This design comes from an exercise in tuning for small area, a short achievable clock period and few clock cycles per item on the open sky130 flow, not from production work.
For this run, only the layout was checked, not whether the RTL still works.
No activity file was given, so power comes from the tool's default toggle rates.

--- flow/design.v ---
`timescale 1ns / 1ps
module s_axi_lite #(
    parameter S_AXI_DATA_WIDTH  = 32,
    parameter S_AXI_ADDR_WIDTH  = 32,
    parameter S_AXI_MEM_DEPTH   = 8
)
(
    input                               s_axi_clk,
    input                               s_axi_resetn,
    input                               s_axi_awvalid,
    input      [S_AXI_ADDR_WIDTH-1:0]   s_axi_awaddr,
    output                              s_axi_awready,
    input                               s_axi_wvalid,
    input      [S_AXI_DATA_WIDTH-1:0]   s_axi_wdata,
    input      [S_AXI_DATA_WIDTH/8-1:0] s_axi_wstrb,
    output                              s_axi_wready,
    input                               s_axi_bready,
    output      [1:0]                   s_axi_bresp,
    output                              s_axi_bvalid,
    input                               s_axi_arvalid,
    input      [S_AXI_ADDR_WIDTH-1:0]   s_axi_araddr,
    output                              s_axi_arready,
    input                               s_axi_rready,
    output     [S_AXI_DATA_WIDTH-1:0]   s_axi_rdata,
    output      [1:0]                   s_axi_rresp,
    output                              s_axi_rvalid
);
localparam IW = $clog2(S_AXI_MEM_DEPTH);
integer i, j;
reg [S_AXI_DATA_WIDTH-1:0] slv_mem [0:S_AXI_MEM_DEPTH-1];
reg  [IW:0] aw_e0, aw_e1;       
reg  [1:0]  aw_cnt;
reg         awready, wready;
reg         b_e0, b_e1;         
reg  [1:0]  b_cnt;
reg         bvalid;
wire aw_err  = (s_axi_awaddr >> 2) >= S_AXI_MEM_DEPTH;
wire [IW:0] aw_in = {aw_err, s_axi_awaddr[2 +: IW]};
wire aw_push = s_axi_awvalid & awready;
wire w_fire  = s_axi_wvalid & wready;
wire b_pop   = bvalid & s_axi_bready;
wire [1:0] aw_cnt_n = aw_cnt + aw_push - w_fire;
wire [1:0] b_cnt_n  = b_cnt + w_fire - b_pop;
always @(posedge s_axi_clk) begin
    if (!s_axi_resetn) begin
        aw_cnt  <= 2'd0;
        awready <= 1'b0;
        wready  <= 1'b0;
        b_cnt   <= 2'd0;
        bvalid  <= 1'b0;
    end else begin
        aw_cnt  <= aw_cnt_n;
        awready <= aw_cnt_n != 2'd2;
        wready  <= aw_cnt_n != 2'd0 && b_cnt_n != 2'd2;
        b_cnt   <= b_cnt_n;
        bvalid  <= b_cnt_n != 2'd0;
    end
end
always @(posedge s_axi_clk) begin
    if (w_fire) aw_e0 <= (aw_cnt == 2'd2) ? aw_e1 : aw_in;
    else if (aw_push && aw_cnt == 2'd0) aw_e0 <= aw_in;
    if (aw_push) aw_e1 <= aw_in;
end
always @(posedge s_axi_clk) begin
    if (b_pop) b_e0 <= (b_cnt == 2'd2) ? b_e1 : aw_e0[IW];
    else if (w_fire && b_cnt == 2'd0) b_e0 <= aw_e0[IW];
    if (w_fire) b_e1 <= aw_e0[IW];
end
wire [S_AXI_DATA_WIDTH-1:0] wd = s_axi_wdata & {S_AXI_DATA_WIDTH{s_axi_resetn}};
reg  [S_AXI_DATA_WIDTH/8-1:0] ben [0:S_AXI_MEM_DEPTH-1];
always @(*) begin
    for (i = 0; i < S_AXI_MEM_DEPTH; i = i + 1)
        for (j = 0; j < S_AXI_DATA_WIDTH/8; j = j + 1)
            ben[i][j] = ~s_axi_resetn | (w_fire & ~aw_e0[IW] & (aw_e0[IW-1:0] == i) & s_axi_wstrb[j]);
end
always @(posedge s_axi_clk) begin
    for (i = 0; i < S_AXI_MEM_DEPTH; i = i + 1)
        for (j = 0; j < S_AXI_DATA_WIDTH/8; j = j + 1)
            if (ben[i][j])
                slv_mem[i][8*j +: 8] <= wd[8*j +: 8];
end
reg                        rvalid, rfull, arready;
reg                        rerr;
reg [S_AXI_DATA_WIDTH-1:0] rdata;
reg [IW:0]                 ar_q;       
wire ar_err  = (s_axi_araddr >> 2) >= S_AXI_MEM_DEPTH;
wire [IW:0] ar_in = {ar_err, s_axi_araddr[2 +: IW]};
wire ar_push = s_axi_arvalid & arready;
wire r_pop   = rvalid & s_axi_rready;
wire r_load  = rfull ? r_pop : (ar_push & (~rvalid | r_pop));
wire [IW:0] r_src = rfull ? ar_q : ar_in;
wire r_valid_n = rfull | ar_push | (rvalid & ~r_pop);
wire r_full_n  = rfull ? ~r_pop : (ar_push & rvalid & ~r_pop);
always @(posedge s_axi_clk) begin
    if (!s_axi_resetn) begin
        rvalid  <= 1'b0;
        rfull   <= 1'b0;
        arready <= 1'b0;
    end else begin
        rvalid  <= r_valid_n;
        rfull   <= r_full_n;
        arready <= ~r_full_n;
    end
end
always @(posedge s_axi_clk) begin
    if (ar_push) ar_q <= ar_in;
    if (r_load) begin
        rerr  <= r_src[IW];
        rdata <= r_src[IW] ? {S_AXI_DATA_WIDTH{1'b0}} : slv_mem[r_src[IW-1:0]];
    end
end
assign s_axi_awready = awready;
assign s_axi_wready  = wready;
assign s_axi_bvalid  = bvalid;
assign s_axi_bresp   = {b_e0, 1'b0};
assign s_axi_arready = arready;
assign s_axi_rvalid  = rvalid;
assign s_axi_rdata   = rdata;
assign s_axi_rresp   = {rerr, 1'b0};
endmodule
`timescale 1ns / 1ps
module top_module#(
    parameter S_AXI_DATA_WIDTH  = 32,
    parameter S_AXI_ADDR_WIDTH  = 32,
    parameter S_AXI_MEM_DEPTH   = 8  
)(
    input                               s_axi_clk,
    input                               s_axi_resetn,
    input                               s_axi_awvalid,
    input      [S_AXI_ADDR_WIDTH-1:0]   s_axi_awaddr,
    output                              s_axi_awready,
    input                               s_axi_wvalid,
    input      [S_AXI_DATA_WIDTH-1:0]   s_axi_wdata,
    input      [S_AXI_DATA_WIDTH/8-1:0] s_axi_wstrb,
    output                              s_axi_wready,
    input                               s_axi_bready,
    output      [1:0]                   s_axi_bresp,
    output                              s_axi_bvalid,
    input                               s_axi_arvalid,
    input      [S_AXI_ADDR_WIDTH-1:0]   s_axi_araddr,
    output                              s_axi_arready,
    input                               s_axi_rready,
    output     [S_AXI_DATA_WIDTH-1:0]   s_axi_rdata,
    output      [1:0]                   s_axi_rresp,
    output                              s_axi_rvalid
    );
    s_axi_lite #(
    .S_AXI_ADDR_WIDTH(S_AXI_ADDR_WIDTH),
    .S_AXI_DATA_WIDTH(S_AXI_DATA_WIDTH),
    .S_AXI_MEM_DEPTH(S_AXI_MEM_DEPTH)
     )Slave(
    .s_axi_clk(s_axi_clk),
    .s_axi_resetn(s_axi_resetn),
    .s_axi_awvalid(s_axi_awvalid),
    .s_axi_awaddr(s_axi_awaddr),
    .s_axi_awready(s_axi_awready),
    .s_axi_wvalid(s_axi_wvalid),
    .s_axi_wdata(s_axi_wdata),
    .s_axi_wstrb(s_axi_wstrb),
    .s_axi_wready(s_axi_wready),
    .s_axi_bready(s_axi_bready),
    .s_axi_bvalid(s_axi_bvalid),
    .s_axi_bresp(s_axi_bresp),
    .s_axi_arvalid(s_axi_arvalid),
    .s_axi_arready(s_axi_arready),
    .s_axi_araddr(s_axi_araddr),
    .s_axi_rready(s_axi_rready),
    .s_axi_rvalid(s_axi_rvalid),
    .s_axi_rdata(s_axi_rdata),
    .s_axi_rresp(s_axi_rresp)
    );
endmodule
--- flow/flow/run.sh ---
#!/bin/bash
set -euo pipefail
export BUFFER_PORTS_ARGS="-buffer_cell sky130_fd_sc_hd__buf_1"
export CTS_ARGS="-sink_clustering_enable -repair_clock_nets -sink_clustering_size 20 -sink_clustering_max_diameter 60 -buf_list sky130_fd_sc_hd__clkbuf_8 -dont_use_dummy_load"
bash standard.sh > standard.log 2>&1
--- flow/standard.sh ---
#!/bin/bash
# synth_recipe.tcl (not shown) runs the flow's synth.tcl, then flattens the netlist and writes it again
# the make line also repeats each setting of config.mk as NAME=value (left out here)
make -C /OpenROAD-flow-scripts/flow DESIGN_CONFIG=/design/flow/config.mk WORK_HOME=/design/flow/orfs CLKGATE_MAP_FILE= SYNTH_SCRIPT=/design/flow/synth_recipe.tcl "${@:-finish}"
--- flow/config.mk ---
export PLATFORM = sky130hd
export DESIGN_NAME = top_module
export DESIGN_NICKNAME = top_module
export VERILOG_FILES = /design/flow/design.v
export SDC_FILE = /design/flow/constraint.sdc
export NUM_CORES = 4
export LEC_CHECK = 0
export CAP_MARGIN = 20
export CORE_MARGIN = 2
export CORE_UTILIZATION = 40
export SETUP_SLACK_MARGIN = 1.8
export SLEW_MARGIN = 20
--- flow/constraint.sdc ---
create_clock -name core_clock -period 4.0 [get_ports {s_axi_clk}]
set_input_delay 0.8000 -clock core_clock [delete_from_list [all_inputs] [get_ports {s_axi_clk}]]
set_output_delay 0.8000 -clock core_clock [all_outputs]
set_load 0.01 [all_outputs]
==> summary.txt <==
Logic synthesis
  – Yosys reg bits: 313
  – Distinct cells, synth: 52
  – Synth Area per Inst: 15.4 µm²
  – Synth top area share: 71.9%
  – Mapped Cells: 824
  – Post-synth EDFFs: 303
  – Sequential fraction of the synthesis area: 73.4%
  – Cell taking the most area after synthesis: edfxtp_1
  – Ys async rst share: 0%
  – Most instantiated cells after synthesis: edfxtp_1, nor2_1, o21ai_0
  – Most frequent cell after synthesis: edfxtp_1
  – Main synth FF type: edfxtp_1
  – Yosys warning total: 3
  – Synth area leaders: edfxtp_1, mux2i_1, o21ai_0, a221oi_2, nor2_1
  – Synth Cell Area: 12700 µm²

Timing
  – Max Clock Freq: 461 MHz
  – TNS Setup: 0 ps
  – Final Cycle Share: 54.2%
  – Final Hold Vio Count: 0
  – RSZ-0062 raised after global routing: true
  – Fin crit period: 2170 ps
  – Hold WS: 455 ps
  – Max Slew Vio Count: 0
  – Max transition margin: 35.8%
  – Worst Max-Slew Pin Slew: 944 ps
  – Final Setup Violations: 0
  – Clock skew: 69.3 ps

Worst setup path
  – CP arrival: 2450 ps
  – Critical path launch point type: register
  – CP max FO: 9
  – CP endpoint kind: register
  – Crit path required time: 4280 ps
  – Setup Crit Path Kind: reg -> reg

Worst hold path
  – Hold WC Path Type: in -> reg

CTS
  – Clock buffer depth: 3
  – Root Driver: clkbuf_8
  – Clock Latency Late Sink: 590 ps
  – CTS tree: yes
  – Clock Pin Slew Worst Setup and Hold Paths: 110 ps
  – CTS H-tree lvls: 1
  – CTS Buf Count: 27
  – Clock sink count: 313

Final layout
  – Final Cell Area: 14600 µm²
  – Area Overhead vs Synth: 15.2%
  – # diodes: 0
  – Fraction of layout cells with a size suffix above 1: 16.3%
  – Final Net Count: 1122

Global route
  – Initial antenna violation count: 1
  – GRT busiest layer: met2
  – Vias in the first global route: 7301
  – Largest net degree at the start of global routing: 46
  – M1 GR Usage: 24.4%
  – Total global-route track usage: 17.4%
  – First-pass GRT wire length: 43400 µm
  – Grt ovf: 0
  – Met3 GRT Util: 2.47%
  – GR Util met2: 28.9%

Detailed routing
  – Via count: 7559
  – Pre-Repair DR Iteration Count: 5
  – First-iteration detailed-routing DRC count: 429
  – Remaining antenna violation count after routing: 0
  – DRC: 0
  – Via-to-Cell Ratio: 5.36
  – Routed WL: 29200 µm
  – Avg WL per Cell: 20.7 µm

Power
  – Leakage power: 4.97 nW
  – Peak VDD IR: 0.213 mV
  – PwrDens: 426 nW/µm²

Flow run
  – Max Cap Viol: 0

Floorplan
  – Die Area: 33100 µm²
  – Die Y-Extent: 182 µm
  – IO Count: 148
  – Core area: 31400 µm²
  – Die X: 182 µm
  – Row count: 65
  – Initial Utilization: 40.3%

Place
  – GPL Wtd Cong: 0.733
  – Detail Placement HPWL: 17400 µm
  – IO buf count: 141
  – Placed Area: 13800 µm²

Outcome
  – Status: timing/DRC/antenna clean
[final cells by class]
type / count / area, µm²
multi-input combinational: 454 / 3210
tap: 402 / 503
fill: 2801 / 16800
inverter: 12 / 45.0
sequential: 313 / 9300
timing repair buffer: 203 / 1160
clock buffer: 27 / 372
[through the flow]
stage          util, %  power, mW  setup WS, ps  instances
2_1_floorplan        -       4.43          1600        825
3_3_place_gp      44.0       4.67           971       1362
3_5_place_dp      44.0       4.68           927       1362
4_1_cts           45.9       6.25          1690       1402
5_1_grt           46.5       6.46          1770       1411
6_report          46.5       6.22          1830       1411
[kinds of logic (layout without fill, tap and decap cells)]
group           after synthesis  count (layout)  share of synthesized area [%]
simple gates                208             209                           7.94
mux                          42              43                           3.67
fa+ha+maj                     4               4                          0.395
buf+inv                      60             242                           2.53
compound gates              192             192                           11.7
flops                       313             313                           73.4
xor+xnor                      4               4                          0.277
other cells                   1               2                         0.0296
[critical path: stages (launching register included)]
cell	delay, ps
edfxtp_1	520
mux2_4	410
nand2_1	310
nor2_1	120
a2111oi_2	460
nor3_1	90
[repair_timing]
| item | 4_1_cts | 5_1_grt |
|---|---|---|
| endpoints found under the setup margin | 78 | 54 |
| hold buffers | 0 | 0 |
| gates resized for setup | 19 | 7 |
| pin swaps | 3 | 2 |
| setup buffers | 11 | 8 |
| cloned | 2 | 1 |
[sequential cells by signal, indices dropped and copies added (netlist names)]
signal / flops
Slave.slv_mem: 256
Slave.rdata: 32
Slave.ar_q: 4
Slave.aw_e0: 4
Slave.aw_e1: 4
Slave.aw_cnt: 2
Slave.b_cnt: 2
Slave.arready: 1
Slave.awready: 1
Slave.b_e0: 1
Slave.b_e1: 1
Slave.bvalid: 1
Slave.rerr: 1
Slave.rfull: 1
Slave.rvalid: 1
Slave.wready: 1
[cells in the final DEF, fill, tap and decap left out, drive strengths merged, types with 14 or more instances in the layout]
master   count
nor4        14
a21oi       35
buf        201
a211oi      28
nor2        69
o2bb2ai     24
and2        36
a221oi      26
edfxtp     303
nand2       57
clkbuf      29
o21ai       61
mux2i       34
[path summary, 6_finish.rpt]
| kind | from | end | slack, ps | cells after the start |
|---|---|---|---|---|
| worst min-delay path | s_axi_awaddr[3] | Slave.aw_e1[1]$_DFFE_PP_ | 450 | 1 |
| worst max-delay path | Slave.ar_q[0]$_DFFE_PP_ | Slave.rdata[28]$_SDFFCE_PP0P_ | 1830 | 5 |
| worst max register to register | Slave.ar_q[0]$_DFFE_PP_ | Slave.rdata[28]$_SDFFCE_PP0P_ | 1830 | 5 |
| worst min register to register | Slave.aw_e1[3]$_DFFE_PP_ | Slave.aw_e0[3]$_DFFE_PP_ | 560 | 1 |
[where the power goes]
| part | switching [mW] | leakage [nW] | internal, mW |
|---|---|---|---|
| combinational | 0.459 | 1.65 | 0.270 |
| sequential | 0.0764 | 3.12 | 3.85 |
| clock | 0.962 | 0.194 | 0.601 |
[routing by layer]
layer	part of all wire, %	vias up
li1	-	3536
met1	46	3746
met2	47	230
met3	5.5	45
met4	1.7	2
met5	0.044	-

-- separate check: timing with driven ports --
The results above use ideal ports. As a check the final layout listed here was re-extracted and re-timed, cells and wires unchanged.
Step 1 (the two cells are an assumption about what drives the block):
set clk [get_ports {s_axi_clk}]
set_driving_cell -lib_cell sky130_fd_sc_hd__clkbuf_16 $clk
set_driving_cell -lib_cell sky130_fd_sc_hd__buf_2 [delete_from_list [all_inputs] $clk]
Step 2, shift: input delay + t, output delay - t, t = (earliest + latest rising clock arrival at the registers) / 2. This alone moves slack from input paths to output paths.
a / b / c = ideal / step 1 / step 2; a / b = the first two.
t (ns): 0.602
setup slack, ns: 1.830 / 1.830 / 1.318
hold slack, ns: 0.455 / 0.435 / 0.564
worst setup path after step 2: input to register
worst data-port slew with drivers (ns): 0.06
After both steps setup and hold are still met in this run. For this run, drivers alone change the setup slack by 0.000 ns; drivers and shift together by -0.512 ns.
